This is an optimization exercise on Yosys and OpenROAD, whose aim is small area, a short achievable clock period and few clock cycles per item, not a production implementation.
Where RTL was checked, it was by simulation tests only, not by an equivalence proof against the original.
Power and IR drop assume default switching activity.

==> flow/design.v (excerpt) <==
module top_without_mem(input dut_run, reset_b, clk,
		       output dut_busy,
		       input[15:0] sram_dut_read_data, wmem_dut_read_data,
		       output[15:0] dut_sram_write_data,
		       output[11:0] dut_sram_write_address, dut_sram_read_address,
		       output[11:0] dut_wmem_read_address, output dut_sram_write_enable
			);
For scale: ~90 flip-flops, ~89 I/O pins, roughly 0.0061 mm2 of cells after synthesis.
==> module conv_single, before the edit <==
module conv_single(input [8:0] kernel, input [8:0] window, output act_sign);
wire [8:0] m = kernel ~^ window;
wire a1 = m[0] | m[1] | m[2];
wire a2 = (m[0] & m[1]) | (m[0] & m[2]) | (m[1] & m[2]);
wire a3 = m[0] & m[1] & m[2];
wire b1 = m[3] | m[4] | m[5];
wire b2 = (m[3] & m[4]) | (m[3] & m[5]) | (m[4] & m[5]);
wire b3 = m[3] & m[4] & m[5];
wire c1 = m[6] | m[7] | m[8];
wire c2 = (m[6] & m[7]) | (m[6] & m[8]) | (m[7] & m[8]);
wire c3 = m[6] & m[7] & m[8];
wire t2 = a2 | b2 | (a1 & b1);
wire t3 = a3 | b3 | (a2 & b1) | (a1 & b2);
wire t4 = (a3 & b1) | (a2 & b2) | (a1 & b3);
wire t5 = (a3 & b2) | (a2 & b3);
assign act_sign = t5 | (t4 & c1) | (t3 & c2) | (t2 & c3);
endmodule
export LEC_CHECK = 0
export CAP_MARGIN = 20
export CORE_MARGIN = 2
export CORE_UTILIZATION = 60
export SETUP_SLACK_MARGIN = 4.2
export SLEW_MARGIN = 20
create_clock -name core_clock -period 6.5 [get_ports {clk}]
standard.sh (not shown) runs the stock make flow with config.mk's settings and CLKGATE_MAP_FILE= SYNTH_SCRIPT=/design/flow/synth_recipe.tcl, a recipe that flattens the netlist after the stock synthesis.
==> flow/flow/run.sh <==
#!/bin/bash
# The standard layout, with plain buffers (not delay cells) on the ports.
set -euo pipefail
export BUFFER_PORTS_ARGS="-buffer_cell sky130_fd_sc_hd__buf_1"
bash standard.sh > standard.log 2>&1
Testbench counts at the start, summed over its fixed seeds: cycles 42,580, items 33,100.
Edit:
--- a/flow/design.v
+++ b/flow/design.v
@@ -1,22 +1,20 @@
 module conv_single(input [8:0] kernel, input [8:0] window, output act_sign);
 wire [8:0] m = kernel ~^ window;
-wire a1 = m[0] | m[1] | m[2];
-wire a2 = (m[0] & m[1]) | (m[0] & m[2]) | (m[1] & m[2]);
-wire a3 = m[0] & m[1] & m[2];
-wire b1 = m[3] | m[4] | m[5];
-wire b2 = (m[3] & m[4]) | (m[3] & m[5]) | (m[4] & m[5]);
-wire b3 = m[3] & m[4] & m[5];
-wire c1 = m[6] | m[7] | m[8];
-wire c2 = (m[6] & m[7]) | (m[6] & m[8]) | (m[7] & m[8]);
-wire c3 = m[6] & m[7] & m[8];
-wire t2 = a2 | b2 | (a1 & b1);
-wire t3 = a3 | b3 | (a2 & b1) | (a1 & b2);
-wire t4 = (a3 & b1) | (a2 & b2) | (a1 & b3);
-wire t5 = (a3 & b2) | (a2 & b3);
-assign act_sign = t5 | (t4 & c1) | (t3 & c2) | (t2 & c3);
+wire sa = m[0] ^ m[1] ^ m[2];
+wire ca = (m[0] & m[1]) | (m[0] & m[2]) | (m[1] & m[2]);
+wire sb = m[3] ^ m[4] ^ m[5];
+wire cb = (m[3] & m[4]) | (m[3] & m[5]) | (m[4] & m[5]);
+wire e5 = ca & cb & (sa | sb);
+wire e4 = (ca & cb) | ((ca | cb) & sa & sb);
+wire e3 = (ca & cb) | ((ca | cb) & (sa | sb));
+wire e2 = ca | cb | (sa & sb);
+wire l1 = m[6] | m[7] | m[8];
+wire l2 = (m[6] & m[7]) | (m[6] & m[8]) | (m[7] & m[8]);
+wire l3 = m[6] & m[7] & m[8];
+assign act_sign = e5 | (e4 & l1) | (e3 & l2) | (e2 & l3);
 endmodule
 module pipelined_conv(
 	input clk,
 	input [15:0] input_row,
 	input [8:0] weights_in,
 	input m12, m16,		 
Wire length goes down by 2.2%. Worst setup slack gains 18 ps. Die area falls by 4.3%. Final area increases by about 3.6%. Register-to-register slack gets worse by 160 ps. Clock skew came out lower by 3.9 ps. Synthesized cell count falls by 12%. Hold slack gets better by 8.1 ps. Critical path depth rises by 7.
No functional check of the RTL was part of the second run of this note.

* * *

top_without_mem with an RTL version that a note above also has.
Size: roughly 570 cells after synthesis, roughly 89 I/O pins, ~0.0053 mm^2 of cells after synthesis.
==> module conv_single, before the edit <==
module conv_single(input [8:0] kernel, input [8:0] window, output act_sign);
wire [8:0] m = kernel ~^ window;
wire sa = m[0] ^ m[1] ^ m[2];
wire ca = (m[0] & m[1]) | (m[0] & m[2]) | (m[1] & m[2]);
wire sb = m[3] ^ m[4] ^ m[5];
wire cb = (m[3] & m[4]) | (m[3] & m[5]) | (m[4] & m[5]);
wire e5 = ca & cb & (sa | sb);
wire e4 = (ca & cb) | ((ca | cb) & sa & sb);
wire e3 = (ca & cb) | ((ca | cb) & (sa | sb));
wire e2 = ca | cb | (sa & sb);
wire l1 = m[6] | m[7] | m[8];
wire l2 = (m[6] & m[7]) | (m[6] & m[8]) | (m[7] & m[8]);
wire l3 = m[6] & m[7] & m[8];
assign act_sign = e5 | (e4 & l1) | (e3 & l2) | (e2 & l3);
endmodule
==> module controller, before the edit <==
module controller(input reset_b,
		  input clk,
		  input dut_run,
		  input [15:0] input_mdr,
		  output reg busy,
		  output reg output_write_en,
		  output reg [11:0] input_mar,
		  output reg [11:0] output_mar,
		  output reg m12, m16
		 );
localparam [1:0] ROW = 2'd0, DIMA = 2'd1, DIMD = 2'd2, DONE = 2'd3;
reg [1:0] st;
reg [3:0] c;		 
reg v;			 
wire idle = !busy;
wire is_row = busy && st == ROW;
wire is_dimd = busy && st == DIMD;
wire zero = !(input_mdr[3] | input_mdr[4]);
wire last = c[3] & c[0] & (!m12 | c[1] & (!m16 | c[2]));
always @(posedge clk or negedge reset_b)
	if (!reset_b) begin
		busy <= 1'b0;
		st <= ROW;
		v <= 1'b0;
		output_write_en <= 1'b0;
	end else begin
		v <= is_row && (c[3] | c[2] | c[1]);
		output_write_en <= v;
		if (idle) begin
			busy <= dut_run;
			st <= zero ? DONE : ROW;
		end else case (st)
			ROW: if (last) st <= DIMA;
			DIMA: st <= DIMD;
			DIMD: begin
				st <= ROW;
				if (zero) busy <= 1'b0;
			end
			DONE: busy <= 1'b0;
		endcase
	end
always @(posedge clk) begin
	if (idle) input_mar <= {10'd0, dut_run, 1'b0};
	else input_mar <= input_mar + {10'd0, is_row & last, !(is_row & last)};
	if (idle) output_mar <= 12'd0;
	else if (output_write_en) output_mar <= output_mar + 12'd1;
	c <= (is_row | is_dimd) ? c + 4'd1 : 4'd0;
	if (idle | is_dimd) begin
		m16 <= input_mdr[4];
		m12 <= input_mdr[4] | input_mdr[2];
	end
end
endmodule
==> module top_without_mem, before the edit <==
module top_without_mem(input dut_run, reset_b, clk,
		       output dut_busy,
		       input[15:0] sram_dut_read_data, wmem_dut_read_data,
		       output[15:0] dut_sram_write_data,
		       output[11:0] dut_sram_write_address, dut_sram_read_address,
		       output[11:0] dut_wmem_read_address, output dut_sram_write_enable
			);
wire m12, m16;
wire [13:0] conv_out;
controller u1(.reset_b(reset_b), .clk(clk), .dut_run(dut_run),
		.input_mdr(sram_dut_read_data), .busy(dut_busy),
		.output_write_en(dut_sram_write_enable),
		.input_mar(dut_sram_read_address),
		.output_mar(dut_sram_write_address),
		.m12(m12), .m16(m16));
pipelined_conv u2(.clk(clk), .input_row(sram_dut_read_data),
		.weights_in(wmem_dut_read_data[8:0]),
		.m12(m12), .m16(m16), .conv_out(conv_out));
assign dut_wmem_read_address = 12'd1;
assign dut_sram_write_data = {2'b0, conv_out};
endmodule
==> flow/config.mk <==
export PLATFORM = sky130hd
export DESIGN_NAME = top_without_mem
export DESIGN_NICKNAME = top_without_mem
export VERILOG_FILES = /design/flow/design.v
export SDC_FILE = /design/flow/constraint.sdc
export NUM_CORES = 4
export LEC_CHECK = 0
export CAP_MARGIN = 20
export CORE_MARGIN = 2
export CORE_UTILIZATION = 60
export SETUP_SLACK_MARGIN = 4.2
export SLEW_MARGIN = 20
==> flow/constraint.sdc <==
create_clock -name core_clock -period 6.5 [get_ports {clk}]
set_input_delay 1.3000 -clock core_clock [delete_from_list [all_inputs] [get_ports {clk}]]
set_output_delay 1.3000 -clock core_clock [all_outputs]
set_load 0.01 [all_outputs]
==> flow/flow/run.sh <==
#!/bin/bash
# The standard layout, with two changes: ABC maps the logic with an area-oriented script
# (flow/abc.script, through flow/synth.tcl), and the ports get plain buffers, not delay cells.
set -euo pipefail
W=$(pwd)
export BUFFER_PORTS_ARGS="-buffer_cell sky130_fd_sc_hd__buf_1"
export FLOW_ABC_SCRIPT="$W/flow/abc.script"
bash standard.sh SYNTH_SCRIPT="$W/flow/synth.tcl" finish > standard.log 2>&1
==> flow/flow/abc.script <==
&get -n
&st
&dch
&nf -a
&put
topo
stime -c
==> flow/flow/synth.tcl <==
# synth_recipe.tcl (the standard synthesis script), except that ABC maps the logic with
# flow/abc.script instead of ORFS's abc_speed.script. Registers are mapped before ABC runs,
# so they are the standard synthesis's.
proc synth {args} { yosys synth -nofsm -noshare {*}$args }
proc abc {args} {
  set i [lsearch $args -script]
  if {$i >= 0} { set args [lreplace $args [expr {$i+1}] [expr {$i+1}] $::env(FLOW_ABC_SCRIPT)] }
  yosys abc {*}$args
}
source $::env(SCRIPTS_DIR)/synth.tcl
# left out here: clear keep_hierarchy, flatten, clean up, hide names made inside functions, write 1_2_yosys.v
Change:
--- a/flow/design.v
+++ b/flow/design.v
@@ -2,18 +2,15 @@
 wire [8:0] m = kernel ~^ window;
 wire sa = m[0] ^ m[1] ^ m[2];
 wire ca = (m[0] & m[1]) | (m[0] & m[2]) | (m[1] & m[2]);
 wire sb = m[3] ^ m[4] ^ m[5];
 wire cb = (m[3] & m[4]) | (m[3] & m[5]) | (m[4] & m[5]);
-wire e5 = ca & cb & (sa | sb);
-wire e4 = (ca & cb) | ((ca | cb) & sa & sb);
-wire e3 = (ca & cb) | ((ca | cb) & (sa | sb));
-wire e2 = ca | cb | (sa & sb);
+wire c2 = ca & cb, c1 = ca | cb, s2 = sa & sb, s1 = sa | sb;
 wire l1 = m[6] | m[7] | m[8];
 wire l2 = (m[6] & m[7]) | (m[6] & m[8]) | (m[7] & m[8]);
 wire l3 = m[6] & m[7] & m[8];
-assign act_sign = e5 | (e4 & l1) | (e3 & l2) | (e2 & l3);
+assign act_sign = (c2 & (s1 | l1)) | (c1 & ((s2 & l1) | (s1 & l2) | l3)) | (s2 & l3);
 endmodule
 module pipelined_conv(
 	input clk,
 	input [15:0] input_row,
 	input [8:0] weights_in,
@@ -40,48 +37,50 @@
 endmodule
 module controller(input reset_b,
 		  input clk,
 		  input dut_run,
 		  input [15:0] input_mdr,
-		  output reg busy,
+		  output reg busy_out,
 		  output reg output_write_en,
 		  output reg [11:0] input_mar,
 		  output reg [11:0] output_mar,
 		  output reg m12, m16
 		 );
 localparam [1:0] ROW = 2'd0, DIMA = 2'd1, DIMD = 2'd2, DONE = 2'd3;
+reg busy;		 
 reg [1:0] st;
 reg [3:0] c;		 
 reg v;			 
 wire idle = !busy;
 wire is_row = busy && st == ROW;
 wire is_dimd = busy && st == DIMD;
 wire zero = !(input_mdr[3] | input_mdr[4]);
 wire last = c[3] & c[0] & (!m12 | c[1] & (!m16 | c[2]));
+wire done = st[1] & (st[0] | zero);
 always @(posedge clk or negedge reset_b)
 	if (!reset_b) begin
 		busy <= 1'b0;
-		st <= ROW;
+		busy_out <= 1'b0;
 		v <= 1'b0;
 		output_write_en <= 1'b0;
 	end else begin
 		v <= is_row && (c[3] | c[2] | c[1]);
 		output_write_en <= v;
-		if (idle) begin
+		busy_out <= busy ? !done : dut_run;
+		if (idle)
 			busy <= dut_run;
-			st <= zero ? DONE : ROW;
-		end else case (st)
-			ROW: if (last) st <= DIMA;
-			DIMA: st <= DIMD;
-			DIMD: begin
-				st <= ROW;
-				if (zero) busy <= 1'b0;
-			end
-			DONE: busy <= 1'b0;
-		endcase
+		else if (st == DONE || (st == DIMD && zero))
+			busy <= 1'b0;
 	end
 always @(posedge clk) begin
+	if (idle) st <= zero ? DONE : ROW;
+	else case (st)
+		ROW: if (last) st <= DIMA;
+		DIMA: st <= DIMD;
+		DIMD: st <= ROW;
+		DONE: st <= ROW;
+	endcase
 	if (idle) input_mar <= {10'd0, dut_run, 1'b0};
 	else input_mar <= input_mar + {10'd0, is_row & last, !(is_row & last)};
 	if (idle) output_mar <= 12'd0;
 	else if (output_write_en) output_mar <= output_mar + 12'd1;
 	c <= (is_row | is_dimd) ? c + 4'd1 : 4'd0;
@@ -99,11 +98,11 @@
 		       output[11:0] dut_wmem_read_address, output dut_sram_write_enable
 			);
 wire m12, m16;
 wire [13:0] conv_out;
 controller u1(.reset_b(reset_b), .clk(clk), .dut_run(dut_run),
-		.input_mdr(sram_dut_read_data), .busy(dut_busy),
+		.input_mdr(sram_dut_read_data), .busy_out(dut_busy),
 		.output_write_en(dut_sram_write_enable),
 		.input_mar(dut_sram_read_address),
 		.output_mar(dut_sram_write_address),
 		.m12(m12), .m16(m16));
 pipelined_conv u2(.clk(clk), .input_row(sram_dut_read_data),
The changed run passed the timing, design-rule and antenna checks.
Flip-flop and latch count climbs by 1.
Non-clock buffer count rose by 2.
Synthesized area went down by about 1%.
Setup slack gains 0.012 ns.
Worst hold slack degrades by 0.0055 ns.
Cell count goes down by 3.5%.
Clock-buffer cell count drops by 1.
Sequential share of layout area climbs by 0.96 points.
Register-to-register slack barely changes.
Cell area decreases by about 0.5%.
Utilization hardly moves.
Via count drops by 1.4%.
Combinational power drops by about 5%.
No run of this note included a check of the RTL's function; only the layout flow was run.

[static timing again, ports no longer ideal]
In the flow no input, the clock included, has a driving cell. The finished layouts below were timed again as built, in two steps.
Step 1 sets driving cells, clkbuf_16 on the clock port and buf_2 on the other inputs (assumed; they add their load-dependent delay and slew).
Step 2 moves the port delays by t, midway between the first and last clock arrival at a register: inputs arrive t later, outputs are due t later. That takes back most of the time a late clock gives input paths.
a / b / c = ideal / step 1 / step 2; a / b = the first two.
| run | shift t [ns] | slack for setup (ns) | hold slack, ns | worst setup path after step 2 | slew at the worst register clock pin (ns) |
|---|---|---|---|---|---|
| the first run of note 1 | 0.412 | 4.171 / 4.136 / 3.905 | 0.359 / 0.359 / 0.359 | input to register | 0.10 / 0.10 |
| the second run of note 1 | 0.411 | 4.189 / 4.189 / 3.831 | 0.367 / 0.367 / 0.367 | input to register | 0.10 / 0.10 |
| the first run of note 2 | 0.385 | 4.209 / 4.176 / 3.936 | 0.366 / 0.366 / 0.366 | input to register | 0.10 / 0.10 |
| the second run of note 2 | 0.395 | 4.222 / 4.188 / 3.907 | 0.361 / 0.361 / 0.361 | input to register | 0.10 / 0.10 |
After both steps setup and hold are still met in every run listed. The setup slack of the second run of note 1, which loses most, moves by 0.000 ns with the drivers and by -0.358 ns with both steps.
